Background: an optimization exercise with open tools, aiming at small area. Do not read the settings as production practice. The RTL was checked by simulation tests, not by an equivalence proof against the original design.

==> design/flow/design.v <==
`timescale 1ns / 1ps
module pong(
    input clock,
    output [3:0] red,
    output [3:0] green,
    output [3:0] blue,
    output hsync, vsync, avideo,
    input switch,
    input reset,
    input pushUp,
    input pushDown
  );
  function ge;
    input [9:0] v;
    input [9:0] k;
    integer i;
    begin
      ge = 1'b1;
      for (i = 0; i < 10; i = i + 1)
        ge = k[i] ? (v[i] & ge) : (v[i] | ge);
    end
  endfunction
  function le;
    input [9:0] v;
    input [9:0] k;
    integer i;
    begin
      le = 1'b1;
      for (i = 0; i < 10; i = i + 1)
        le = k[i] ? (~v[i] | le) : (~v[i] & le);
    end
  endfunction
  reg [8:0] cnt;
  reg [1:0] m3;
  reg [3:0] m11;
  wire wrap  = &cnt[8:4] & ~cnt[2] & cnt[1] & cnt[0];    
  wire btick = wrap & m3[1];                             
  wire ptick = wrap & m11[3] & m11[1];                   
  wire en    = ~cnt[0];
  always @(posedge clock) begin
    if (~reset) begin
      cnt <= 9'h1ff;
      m3  <= 2'd0;
      m11 <= 4'd0;
    end else begin
      cnt <= wrap ? 9'd0 : cnt + 9'd1;
      if (wrap) begin
        m3  <= m3[1] ? 2'd0 : m3 + 2'd1;
        m11 <= (m11[3] & m11[1]) ? 4'd0 : m11 + 4'd1;
      end
    end
  end
  reg [9:0] x, y;
  always @(posedge clock) begin
    if (~reset) begin
      x <= 10'd0;
      y <= 10'd0;
    end else if (en) begin
      if (x != 10'd799) x <= x + 10'd1;
      else begin
        x <= 10'd0;
        y <= (y != 10'd524) ? y + 10'd1 : 10'd0;
      end
    end
  end
  wire act = (~ge(x,640)) & (~ge(y,480));
  assign avideo = act;
  assign hsync  = ~((ge(x,656)) & (le(x,751)));
  assign vsync  = ~((ge(y,490)) & (le(y,491)));
  reg ar, ar1;
  always @(posedge clock) begin
    if (~reset | ~switch) begin
      ar  <= 1'b0;
      ar1 <= 1'b0;
    end else begin
      if (~ar & ~ar1) ar <= 1'b1;
      if (ar & ~ar1) begin
        ar1 <= 1'b1;
        ar  <= 1'b0;
      end
    end
  end
  reg [9:0] pad;
  wire pad_top = ~(|pad[9:5] | pad[0]);                 
  wire pad_bot = pad[8] & pad[7] & pad[5] & pad[4];      
  always @(posedge clock) begin
    if (~reset | ar)
      pad <= 10'd220;
    else if (ptick & ((~pushUp & ~pad_top) | (pushUp & ~pushDown & ~pad_bot)))
      pad <= pad + (pushUp ? 10'd3 : 10'h3fd);
  end
  reg [9:0] bx, by;
  reg st, nst, sent, pt;
  reg [2:0] sec;    
  wire [10:0] d = {1'b0, by} + 11'd3 - {1'b0, pad};   
  wire onpad = ~d[10] & (d[9:0] <= 10'd40);
  reg [2:0] sec_code;
  always @(*) begin
    if (d[5:0] <= 6'd5)       sec_code = 3'b101;   
    else if (d[5:0] <= 6'd11) sec_code = 3'b110;   
    else if (d[5:0] <= 6'd16) sec_code = 3'b111;   
    else if (d[5:0] <= 6'd22) sec_code = 3'b000;
    else if (d[5:0] <= 6'd28) sec_code = 3'b001;   
    else if (d[5:0] <= 6'd34) sec_code = 3'b010;   
    else                      sec_code = 3'b011;   
  end
  wire bx33   = (bx == 10'd33);
  wire bxlt10 = (bx < 10'd10);
  wire bx630  = (bx == 10'd630);
  wire bx632  = (bx == 10'd632);
  always @(posedge clock) begin
    if (~reset) begin
      st <= 1'b0;
      nst <= 1'b0;
      sent <= 1'b0;
      pt <= 1'b0;
      sec <= 3'b000;
    end else begin
      st <= nst;
      if (~st) begin
        if (bx33 & onpad) begin
          pt <= 1'b0;
          sec <= sec_code;
          nst <= 1'b1;
        end else if (bxlt10 & ~onpad) begin
          pt <= 1'b1;
          nst <= 1'b0;
        end else begin
          pt <= 1'b0;
          sent <= 1'b1;
          nst <= 1'b0;
        end
      end else begin
        if (bx630) nst <= 1'b0;
        else begin
          sent <= 1'b0;
          nst <= 1'b1;
        end
      end
    end
  end
  reg [3:0] rnd;
  reg ponto2, s2, s3, a1, a2, a11, a22;
  wire [9:0] yr = (rnd == 4'd1)  ? 10'd100 :
                  (rnd == 4'd2)  ? 10'd400 :
                  (rnd == 4'd3)  ? 10'd270 :
                  (rnd == 4'd4)  ? 10'd133 :
                  (rnd == 4'd5)  ? 10'd450 :
                  (rnd == 4'd6)  ? 10'd310 :
                  (rnd == 4'd7)  ? 10'd210 :
                  (rnd == 4'd8)  ? 10'd35  :
                  (rnd == 4'd9)  ? 10'd335 :
                  (rnd == 4'd10) ? 10'd135 : 10'd227;
  wire top  = le(by, 29);
  wire bot  = ge(by, 464);
  wire xl10 = le(bx, 10);
  wire restart = pt | ponto2 | ar;
  reg [1:0] dx;      
  reg [2:0] dy;      
  reg n_ponto2, n_s2, n_s3, n_a1, n_a2, n_a11, n_a22;
  always @(*) begin
    dx = 2'b00;
    dy = 3'b000;
    {n_ponto2, n_s2, n_s3, n_a1, n_a2, n_a11, n_a22} = {ponto2, s2, s3, a1, a2, a11, a22};
    if (top) begin
      n_a1 = 1'b1;
      dy = 3'b001;
      if (bx632) n_a2 = 1'b1;
    end else if (a1 & ~a2) begin
      if (bx632) begin
        n_a2 = 1'b1;
        n_s2 = 1'b1;
      end else if (bot) begin
        n_a2 = 1'b1;
        n_s2 = 1'b0;
      end else if (sent & xl10) begin
        n_ponto2 = 1'b1;
      end else begin
        dx = sent ? 2'b11 : 2'b01;
        dy = 3'b001;
      end
    end else if (a2) begin
      n_a1 = 1'b0;
      n_a2 = 1'b0;
    end else if (bot) begin
      n_a11 = 1'b1;
      dx = 2'b01;
      dy = 3'b111;
      if (bx632) n_a22 = 1'b1;
    end else if (a11 & ~a22) begin
      if (bx632) begin
        n_a22 = 1'b1;
        n_s3 = 1'b1;
      end else if (sent & xl10) begin
        n_ponto2 = 1'b1;
      end else begin
        dx = sent ? 2'b11 : 2'b01;
        dy = 3'b111;
      end
    end else if (a22) begin
      n_a11 = 1'b0;
      n_a22 = 1'b0;
    end else if (sent) begin
      dx = 2'b11;
      dy = s2 ? 3'b001 : s3 ? 3'b111 : 3'b000;
    end else begin
      dx = 2'b01;
      dy = sec;
    end
  end
  wire [9:0] bx_step = bx + {{8{dx[1]}}, dx};
  wire [9:0] by_step = by + {{7{dy[2]}}, dy};
  always @(posedge clock) begin
    if (~reset) begin
      bx <= 10'd630;
      by <= 10'd237;
      rnd <= 4'd0;
      {ponto2, s2, s3, a1, a2, a11, a22} <= 7'd0;
    end else if (btick) begin
      if (restart) begin
        rnd <= rnd + 4'd1;
        bx <= 10'd630;
        by <= yr;
        {ponto2, s2, s3, a1, a2, a11, a22} <= 7'd0;
      end else begin
        bx <= bx_step;
        by <= by_step;
        {ponto2, s2, s3, a1, a2, a11, a22} <= {n_ponto2, n_s2, n_s3, n_a1, n_a2, n_a11, n_a22};
      end
    end
  end
  wire [10:0] py = {1'b0, y} - {1'b0, pad};
  wire [10:0] qy = {1'b0, y} - {1'b0, by};
  wire [10:0] qx = {1'b0, x} - {1'b0, bx};
  wire paddle = (ge(x,30)) & (le(x,33)) & ~py[10] & (py[9:0] <= 10'd40);
  wire ball   = ~qx[10] & (qx[9:0] <= 10'd4) & ~qy[10] & (qy[9:0] <= 10'd6);
  wire gc = ((ge(x,318) && le(x,322)) && (ge(y,0) && le(y,25))) ||
            ((ge(y,25) && le(y,28)) || ge(y,476) || (ge(x,636) && ge(y,25))) || paddle || ball;
  wire gr = ((ge(y,4) && le(y,20)) && (ge(x,15) && le(x,16))) || ((ge(y,4) && le(y,5)) && (ge(x,17) && le(x,21))) ||
            ((ge(y,4) && le(y,8)) && (ge(x,21) && le(x,22))) || ((ge(y,9) && le(y,10)) && (ge(x,17) && le(x,22)));
  wire gg = ((ge(y,4) && le(y,20)) && (ge(x,336) && le(x,337))) || ((ge(y,4) && le(y,5)) && (ge(x,337) && le(x,347))) ||
            ((ge(y,19) && le(y,20)) && (ge(x,337) && le(x,347)));
  wire mc = ((ge(x,30) && le(x,33)) && (ge(y,210) && le(y,250))) || ((ge(x,100) && le(x,104)) && (ge(y,210) && le(y,216))) ||
            ((ge(x,200) && le(x,204)) && (ge(y,310) && le(y,316))) || ((ge(x,300) && le(x,304)) && (ge(y,250) && le(y,256))) ||
            ((ge(x,318) && le(x,322)) && (ge(y,420) && le(y,450))) || ((ge(y,446) && le(y,450)) && (ge(x,322) && le(x,342))) ||
            ((ge(x,342) && le(x,346)) && (ge(y,420) && le(y,450))) || ((ge(y,430) && le(y,433)) && (ge(x,327) && le(x,337))) ||
            ((ge(x,331) && le(x,333)) && (ge(y,410) && le(y,433))) || ((ge(x,310) && le(x,311)) && (ge(y,410) && le(y,423))) ||
            ((ge(x,307) && le(x,311)) && (ge(y,444) && le(y,450)));
  wire mr = ((ge(x,200) && le(x,204)) && (ge(y,80) && le(y,135))) || ((ge(y,80) && le(y,84)) && (ge(x,204) && le(x,232))) ||
            ((ge(y,80) && le(y,109)) && (ge(x,232) && le(x,236))) || ((ge(y,105) && le(y,109)) && (ge(x,204) && le(x,232))) ||
            ((ge(x,256) && le(x,260)) && (ge(y,80) && le(y,135))) || ((ge(y,80) && le(y,84)) && (ge(x,260) && le(x,288))) ||
            ((ge(y,80) && le(y,135)) && (ge(x,288) && le(x,292))) || ((ge(y,131) && le(y,135)) && (ge(x,260) && le(x,288))) ||
            ((ge(x,308) && le(x,312)) && (ge(y,80) && le(y,135))) || ((ge(y,80) && le(y,135)) && (ge(x,340) && le(x,344))) ||
            ((ge(y,80) && le(y,84)) && (ge(x,312) && le(x,316))) || ((ge(y,84) && le(y,88)) && (ge(x,316) && le(x,320))) ||
            ((ge(y,88) && le(y,92)) && (ge(x,320) && le(x,324))) || ((ge(y,92) && le(y,96)) && (ge(x,324) && le(x,328))) ||
            ((ge(y,96) && le(y,100)) && (ge(x,328) && le(x,332))) || ((ge(y,100) && le(y,104)) && (ge(x,332) && le(x,336))) ||
            ((ge(y,104) && le(y,108)) && (ge(x,336) && le(x,340))) ||
            ((ge(x,364) && le(x,368)) && (ge(y,80) && le(y,135))) || ((ge(y,80) && le(y,84)) && (ge(x,368) && le(x,394))) ||
            ((ge(y,106) && le(y,135)) && (ge(x,392) && le(x,396))) || ((ge(y,131) && le(y,135)) && (ge(x,368) && le(x,394))) ||
            ((ge(y,106) && le(y,110)) && (ge(x,380) && le(x,394)));
  wire mb = ((ge(x,394) && le(x,398)) && (ge(y,150) && le(y,180))) || ((ge(y,150) && le(y,154)) && (ge(x,398) && le(x,413))) ||
            ((ge(y,160) && le(y,164)) && (ge(x,398) && le(x,413))) ||
            ((ge(x,423) && le(x,427)) && (ge(y,150) && le(y,180))) || ((ge(y,150) && le(y,154)) && (ge(x,427) && le(x,442))) ||
            ((ge(x,438) && le(x,442)) && (ge(y,150) && le(y,164))) || ((ge(y,165) && le(y,169)) && (ge(x,427) && le(x,442))) ||
            ((ge(x,452) && le(x,456)) && (ge(y,150) && le(y,180))) || ((ge(y,150) && le(y,154)) && (ge(x,456) && le(x,471))) ||
            ((ge(x,467) && le(x,471)) && (ge(y,170) && le(y,180))) || ((ge(y,166) && le(y,170)) && (ge(x,465) && le(x,471))) ||
            ((ge(y,176) && le(y,180)) && (ge(x,456) && le(x,471))) ||
            ((ge(x,481) && le(x,485)) && (ge(y,150) && le(y,180))) || ((ge(y,150) && le(y,154)) && (ge(x,485) && le(x,500))) ||
            ((ge(x,496) && le(x,500)) && (ge(y,150) && le(y,180))) || ((ge(y,165) && le(y,169)) && (ge(x,485) && le(x,500)));
  reg r, g, b;
  always @(posedge clock) begin
    if (~switch) begin
      r <= act & (mc | mr);
      b <= act & (mc | mb);
      g <= act & mc;
    end else begin
      r <= act & (gc | gr);
      b <= act & gc;
      g <= act & (gc | gg);
    end
  end
  assign red   = {4{r}};
  assign green = {4{g}};
  assign blue  = {4{b}};
endmodule
==> design/flow/run.sh <==
#!/bin/bash
# synth_recipe.tcl (not shown) runs the flow's synth.tcl, then flattens the netlist and writes it again
# the make line also repeats each setting of config.mk as NAME=value (left out here)
make -C /OpenROAD-flow-scripts/flow DESIGN_CONFIG=/design/flow/config.mk WORK_HOME=/design/flow/orfs CLKGATE_MAP_FILE= SYNTH_SCRIPT=/design/flow/synth_recipe.tcl finish
==> design/flow/config.mk <==
export PLATFORM = sky130hd
export DESIGN_NAME = pong
export DESIGN_NICKNAME = pong
export VERILOG_FILES = /design/flow/design.v
export SDC_FILE = /design/flow/constraint.sdc
export NUM_CORES = 4
export LEC_CHECK = 0
export CAP_MARGIN = 20
export CORE_MARGIN = 2
export CORE_UTILIZATION = 40
export SLEW_MARGIN = 20
==> design/flow/constraint.sdc <==
create_clock -name core_clock -period 10.0 [get_ports {clock}]
set_input_delay 2.0000 -clock core_clock [delete_from_list [all_inputs] [get_ports {clock}]]
set_output_delay 2.0000 -clock core_clock [all_outputs]
set_load 0.01 [all_outputs]
==> flow_summary.ini <==
[outcome]
status = timing/DRC/antenna clean

[sta]
drv_slew = 0
rsz0062_at_grt = no
tightest_slew_ps = 1040
maxSlewHeadroom_pct = 30.6
setup_tns_ps = 0
finalSetupViolations = 0
hold_viol = 0
max_freq_mhz = 226
period_share_pct = 44.3
finClkSkew_ps = 12.4
hold_slack_ps = 438
min_period_ps = 4430

[floorplan]
die_h_um = 155
ioPinCount = 20
fp.dieW_um = 155
core_mm2 = 0.0226
initial_core_util_pct = 40.6
die_area_mm2 = 0.0242
rows = 55

[power_and_ir_drop]
p_per_area_mw_per_mm2 = 90.5
power.total_uw = 890
leakagePower_nw = 3.78
max-vdd-ir-drop_uv = 96.3

[finish]
antenna_cells = 0
final_util_pct = 43.5
drive_gt1_share_pct = 4.77
final_nets = 1335
final_cells = 1522
synthToLayoutAreaGrowth_pct = 7.10

[yosys]
yosysUniqueCellTypes = 83
syn_area_per_cell_um2 = 7.27
ys_top_cells_by_area = dfxtp_1 (19%), ha_1 (12%), a21oi_1 (5.0%), nor2_1 (4.8%), o21ai_0 (4.6%)
synthArstFlopShare_pct = 0
synth_fp_nets = 1364
ys_seq_area_share_pct = 19.2
synth_edf_count = 0
synth_cells = 1262
synth-main-ff-cell = dfxtp_1
yosysTopAreaCell = dfxtp_1
synth_area_mm2 = 0.00918
yosysWarnings = 1
yosys-top-cells-count = nor2_1 (118), nand2_1 (110), a21oi_1 (92)
synth_seq_cells = 88
synth_top_area_share_pct = 19.2
yosysMostFrequentCell = nor2_1

[worst_setup_path]
cp-start-kind = flip-flop
cpPeakStageDelay_ps = 990
reg2reg_to = by[9]
worst_ep_arrival_time_ps = 2430
cpMaxStageDelayCell = dfxtp_1
r2r_slack_ps = 6020
timing.rr.start = bx[4]
cp.required_ps = 8000
path_class = flip-flop to primary output
r2r_cells = 15
crit_chain = nand3_1 > nor2b_1 > nand4_1 > clkdlybuf4s50_1
setup.worst_path.end_class = primary output
path_max_fanout = 26

[detailed_routing]
wire_per_inst_um = 17.8
post_drt_via_cell_ratio = 6.01
route.detailed.drc = 0
drtAntennaViolNets = 0
via_count = 9149
routed_wl_um = 27100
first_pass_iters = 6
drt-initial-drc-count = 604

[hold_path]
hold_start = nst
hold_path_depth = 1
hp-class = flip-flop to flip-flop
min_to = st

[placement]
dp.final_hpwl_um = 20100
routabilityCongestion = 0.968
numPortBuffers = 19
dp_cells = 1507

[grt]
grt_util_all_layers_pct = 22.5
grt_pass1_wl_um = 44600
grt-ovfl-total = 0
antenna_found_initial = 0
grt_pass1_vias = 8553
grt_start_max_net_pins = 36

[clocking]
cts_root_buffer = clkbuf_16
holdBufCountCts = 0
cts_num_sinks = 88
cts_resized = 0
cts_buffers = 9
path_clk_slew_ps = 70
post_cts_buffers = 0
cts_tree = done
htree_levels = 3
clockBufferDepth = 2
insertion_delay_ps = 350

[run]
drv_cap = 0
==> state kept, by name (all words and copies together), names as in the netlist, 2 cells and up <==
register and count:
sec 3, m3 2, y 10, rnd 4, pad 10, x 10, cnt 9, by 10
bx 10, m11 4
==> layer usage <==
layer / up-vias / part of all wire (%) / GRT usage [%]
met5: - / 0 / 0
met4: 0 / 2.4 / 6.77
met3: 52 / 5.3 / 3.48
met2: 271 / 46 / 36.4
met1: 4270 / 46 / 31.0
li1: 4556 / - / -
==> through the flow <==
step	worst slack [ps]	instance area [um2]
finish	5570	9830
global route	5440	9830
CTS	5610	9830
detailed placement	5320	9510
global placement	5340	9510
floorplan	6120	9180
==> report_power, final <==
part	switching, mW	total [mW]	internal, mW
clock network	0.151	0.370	0.219
registers	0.0167	0.384	0.367
logic	0.0756	0.136	0.0601
total	0.244	0.890	0.646
==> worst max path at each step <==
| stage | from | endpoint | slack, ps | depth (start not counted) |
|---|---|---|---|---|
| 2_1_floorplan | pushUp | pad[9] | 6120 | 10 |
| 3_3_place_gp | pushUp | pad[9] | 5340 | 11 |
| 3_5_place_dp | pushUp | pad[9] | 5320 | 11 |
| 4_1_cts | x[5] | hsync | 5610 | 4 |
| 5_1_grt | pushUp | pad[9] | 5440 | 11 |
| 6_report | x[5] | hsync | 5570 | 4 |
==> kinds of logic after synthesis <==
group                    share of synthesized area, %
XOR/XNOR                                         4.87
flip-flops                                       19.2
AND/OR/NAND/NOR                                  28.2
AO/OA/AOI/OAI                                    25.7
adder cells (fa/ha/maj)                          13.8
multiplexers                                     1.42
buffers and inverters                            6.83
==> cell type report <==
cell class	instances	area, um2
Tap cell	285	357
Inverter	79	297
Clock buffer	9	225
Fill cell	2327	12700
Timing Repair Buffer	34	303
Sequential cell	88	1760
Multi-Input combinational cell	1021	6790
Clock inverter	6	92.6
==> worst max-delay path: cells and delay by family, from the launching register on <==
family | cells | cell delay, ps
buffers and inverters | 1 | 540
DFF | 1 | 990
and+or+nand+nor | 3 | 560
==> layout by cell type (no fill, tap or decap), drive strengths merged, types with 14 or more instances in the layout <==
master         count
ha                90
nand2b            24
nor2             119
buf               15
dfxtp             88
o211ai            15
nand2            110
a31oi             17
xor2              25
nand4             23
nor2b             31
o21ai             86
nor4              23
and3              14
or3               17
nand3             42
nor3              42
clkdlybuf4s50     19
o2111ai           14
and2              14
xnor2             26
inv               79
a21oi             92

[static timing again, ports no longer ideal]
Ports are ideal in the flow. The routed layout listed here was re-timed in OpenROAD. Step 1 assumes that a clkbuf_16 drives the clock port and a buf_2 every other input. Step 2 times the ports against the registers' clock, not the clock port: input delays grow and output delays shrink by t, the midpoint of the rising clock arrivals with the driver on. a / b / c = ideal / step 1 / step 2; a / b = the first two.
shift t [ns]: 0.390
setup WS [ns]: 5.568 / 5.524 / 5.295
worst setup path after step 2: input to register
worst register clock-pin slew, ns: 0.07 / 0.07
After both steps setup and hold are still met in this run. The setup slack of this run moves by -0.044 ns with the drivers and by -0.273 ns with both steps.
